This is an optimization exercise on Yosys and OpenROAD, whose aim is small area, a short achievable clock period and few clock cycles, not a production implementation.
RTL that was checked went through simulation tests only; none was proved equivalent to the original.
No activity file was given, so power comes from the tool's default toggle rates.

## day12_top
module day12_top #(
    parameter MAX_REGION_W = 64,
    parameter MAX_REGION_H = 64
) (
    input  wire clk,
    input  wire rst_n,
    input  wire in_valid,
    input  wire [31:0] in_data,
    output wire in_ready,
    output wire out_valid,
    output wire [31:0] out_data,
    input  wire out_ready
);
accelerator #(
    .MAX_REGION_W(MAX_REGION_W),
    .MAX_REGION_H(MAX_REGION_H)
) accel (
    .clk(clk),
    .rst_n(rst_n),
    .in_valid(in_valid),
    .in_data(in_data),
    .in_ready(in_ready),
    .out_valid(out_valid),
    .out_data(out_data),
    .out_ready(out_ready)
);
endmodule
clock: 14.5 ns
lec_check: 0
cap_margin: 20
core_margin: 2
core_utilization: 70
cts_cluster_diameter: 80
cts_cluster_size: 24
slew_margin: 20
synth_hierarchical: 1
standard.sh (not shown) runs the stock make flow with config.mk's settings and CLKGATE_MAP_FILE= SYNTH_SCRIPT=/design/flow/synth_recipe.tcl, a recipe that flattens the netlist after the stock synthesis.
==> flow/flow/run.sh <==
#!/bin/bash
# The standard layout (the standard.sh: standard synthesis, floorplan,
# placement, CTS, routing), with one change: the buffers that global
# placement puts on every input and output port are buf_2 cells instead of
# the cell buffer_ports picks by default.
set -euo pipefail
export BUFFER_PORTS_ARGS="-buffer_cell sky130_fd_sc_hd__buf_2"
bash standard.sh > standard.log 2>&1
Rerun with:
--- a/flow/design.v
+++ b/flow/design.v
@@ -26,13 +26,12 @@
 reg         ovalid;
 reg  [15:0] count;
 reg  [7:0]  cells [0:7];
 reg  [31:0] r_data;
 reg  [31:0] r_a;           
 reg  [3:0]  r_a1w;
-reg         r_big;
 reg         r_v;
 reg         r_wh, r_q1, r_q2, r_end;
 reg         pstall;        
 reg         nrdy;          
 wire accept = in_valid & ~nrdy;
 assign in_ready  = ~nrdy;
@@ -119,13 +118,12 @@
                  | ({32{t_q1}} & {cells[3], cells[2], cells[1], cells[0]})
                  | ({32{t_q2}} & {cells[7], cells[6], cells[5], cells[4]});
 always @(posedge clk) begin
     r_data <= in_data;
     r_a    <= a_in;
     r_a1w  <= {4{t_wh}} & in_data[27:24];
-    r_big  <= big;
     phase <= nxt_phase;
     idx   <= nxt_idx;
     sleft <= nxt_sleft;
     wl    <= nxt_wl;
     rleft <= nxt_rleft;
     rsub  <= nxt_rsub;
@@ -1443,14 +1441,14 @@
 day12_fa u_fs743 (.a(mc664), .b(gm696), .c(ms665), .s(fs743), .co(fc744));
 day12_fa u_fs745 (.a(fc740), .b(gm716), .c(fc742), .s(fs745), .co(fc746));
 day12_fa u_fs747 (.a(mc666), .b(ms667), .c(gm697), .s(fs747), .co(fc748));
 day12_fa u_fs749 (.a(fc744), .b(gm717), .c(fc746), .s(fs749), .co(fc750));
 day12_fa u_fs751 (.a(mc668), .b(ms669), .c(gm698), .s(fs751), .co(fc752));
 day12_fa u_fs753 (.a(mc670), .b(ms671), .c(gm699), .s(fs753), .co(fc754));
-wire [15:0] w_in = in_data[15:0];
-wire [15:0] h_in = in_data[31:16];
+wire [15:0] w_in = r_data[15:0];
+wire [15:0] h_in = r_data[31:16];
 reg big;
 integer bi, bj;
 always @(*) begin
     big = 1'b0;
     for (bi = 4; bi < 16; bi = bi + 1)
         for (bj = 19 - bi; bj < 16; bj = bj + 1)
@@ -1592,13 +1590,13 @@
     sr2_18 <= gm711;
     sr3_18 <= gm731;
     sr0_19 <= mk690;
     sr1_19 <= ms691;
     sr2_19 <= gm712;
     sr3_19 <= gm732;
-    p_big <= r_big;
+    p_big <= big;
     if (!rst_n) begin
         p_wh <= 1'b0; p_q2 <= 1'b0; p_end <= 1'b0;
     end else begin
         p_wh <= r_wh; p_q2 <= r_q2; p_end <= r_end | late_end;
     end
 end
What happened:
- sequential share of layout area barely changes
- wire length goes down by 3.2%
- worst setup slack gets better by 610 ps
- via count goes down by 2.8%
- worst hold slack gets better by 71 ps
- core utilization stays flat
- design area is about the same
- clock-buffer cell count goes up by 3
- total power goes down by 9.0%
- critical path depth goes up by 3
- area after synthesis stays flat
No run of this note included a check of the RTL's function; only the layout flow was run.

--- another note on this design; it stands on its own ---

==> flow/design.v (excerpt) <==
module day12_top #(
    parameter MAX_REGION_W = 64,
    parameter MAX_REGION_H = 64
) (
    input  wire clk,
    input  wire rst_n,
    input  wire in_valid,
    input  wire [31:0] in_data,
    output wire in_ready,
    output wire out_valid,
    output wire [31:0] out_data,
    input  wire out_ready
);
Size in the first run: roughly 1,700 cells after synthesis, ~280 flip-flops, ~70 I/O pins, about 0.019 sq mm of cells after synthesis.
export LEC_CHECK = 0
export CAP_MARGIN = 20
export CORE_MARGIN = 2
export CORE_UTILIZATION = 70
export CTS_CLUSTER_DIAMETER = 100
export CTS_CLUSTER_SIZE = 30
export SLEW_MARGIN = 20
export SYNTH_HIERARCHICAL = 1
create_clock -name core_clock -period 14.5 [get_ports {clk}]
standard.sh (not shown) runs the stock make flow with config.mk's settings and CLKGATE_MAP_FILE= SYNTH_SCRIPT=/design/flow/synth_recipe.tcl, a recipe that flattens the netlist after the stock synthesis.
==> flow/flow/run.sh <==
#!/bin/bash
# The standard layout (the standard.sh: standard synthesis, floorplan,
# placement, CTS, routing), with one change: the buffers that global
# placement puts on every input and output port are buf_2 cells instead of
# the cell buffer_ports picks by default.
set -euo pipefail
export BUFFER_PORTS_ARGS="-buffer_cell sky130_fd_sc_hd__buf_2"
bash standard.sh > standard.log 2>&1
The first run completed without violations.
Testbench counts at the start, summed over its fixed seeds: cycles 41,785.
Edit:
- CORE_UTILIZATION: 70 -> 60
- CTS_CLUSTER_DIAMETER: 100 -> 80
- CTS_CLUSTER_SIZE: 30 -> 24
Result: Die area went up by 16%. Sequential power stays flat. Global-route usage went down by 4.9 points. Wire length went up by 1.7%. Final area went up by 1.1%. Worst setup slack is better by 77 ps. Final cell count went up by 3.5%. Sequential share of layout area went down by 0.34 points. Hold slack is worse by 8.7 ps.

---

## green
Starting RTL as in the previous note.
clock: 14.5 ns
lec_check: 0
cap_margin: 20
core_margin: 2
core_utilization: 80
cts_cluster_diameter: 80
cts_cluster_size: 24
slew_margin: 20
synth_hierarchical: 1
Scripts as last shown in full above: flow/flow/run.sh
Testbench counts of green, summed over its fixed seeds: cycles 41,785.
Input-level comparison between orange and green:
Settings: CORE_UTILIZATION: 80 -> 70.
Share of power burned in the clock network delta (green -> orange): insignificant. Core utilization: orange lower than green. Compared to green, the routing of orange uses less wire. Compared orange against green; number of hold buffers added after CTS within noise. Sequential power delta (green -> orange): insignificant. Per the comparison of orange with green, global-route met2 utilization now sits lower; data arrival time at the worst-slack endpoint now sits at about the same level; share of cells above drive strength 1 now sits at about the same level; clock buffer count in the final layout now sits lower; worst hold margin now sits lower.

-- static timing again, ports no longer ideal --
No port has a modelled driver above. Below, the same layouts with a new extraction and two added sets of constraints.
Step 1 assumes that a clkbuf_16 drives the clock port and a buf_2 every other input.
Step 2 moves the port delays by t, midway between the first and last clock arrival at a register: inputs arrive t later, outputs are due t later. That takes back most of the time a late clock gives input paths.
Three values: ideal, step 1, step 2; two values: the first two.
run	shift t [ns]	setup slack, ns	worst data-port slew with drivers (ns)
the first run of note 1	0.552	9.713 / 9.745 / 9.193	0.06
the second run of note 1	0.551	10.319 / 10.319 / 10.229	0.04
the first run of note 2	0.565	10.267 / 10.267 / 9.980	0.04
the second run of note 2	0.575	10.344 / 10.344 / 9.995	0.03
green	0.551	10.312 / 10.312 / 9.960	0.04
orange	0.565	10.304 / 10.304 / 9.986	0.04
After both steps setup and hold are still met in every run listed. For the first run of note 1, which loses most, drivers alone change the setup slack by +0.032 ns; drivers and shift together by -0.520 ns.
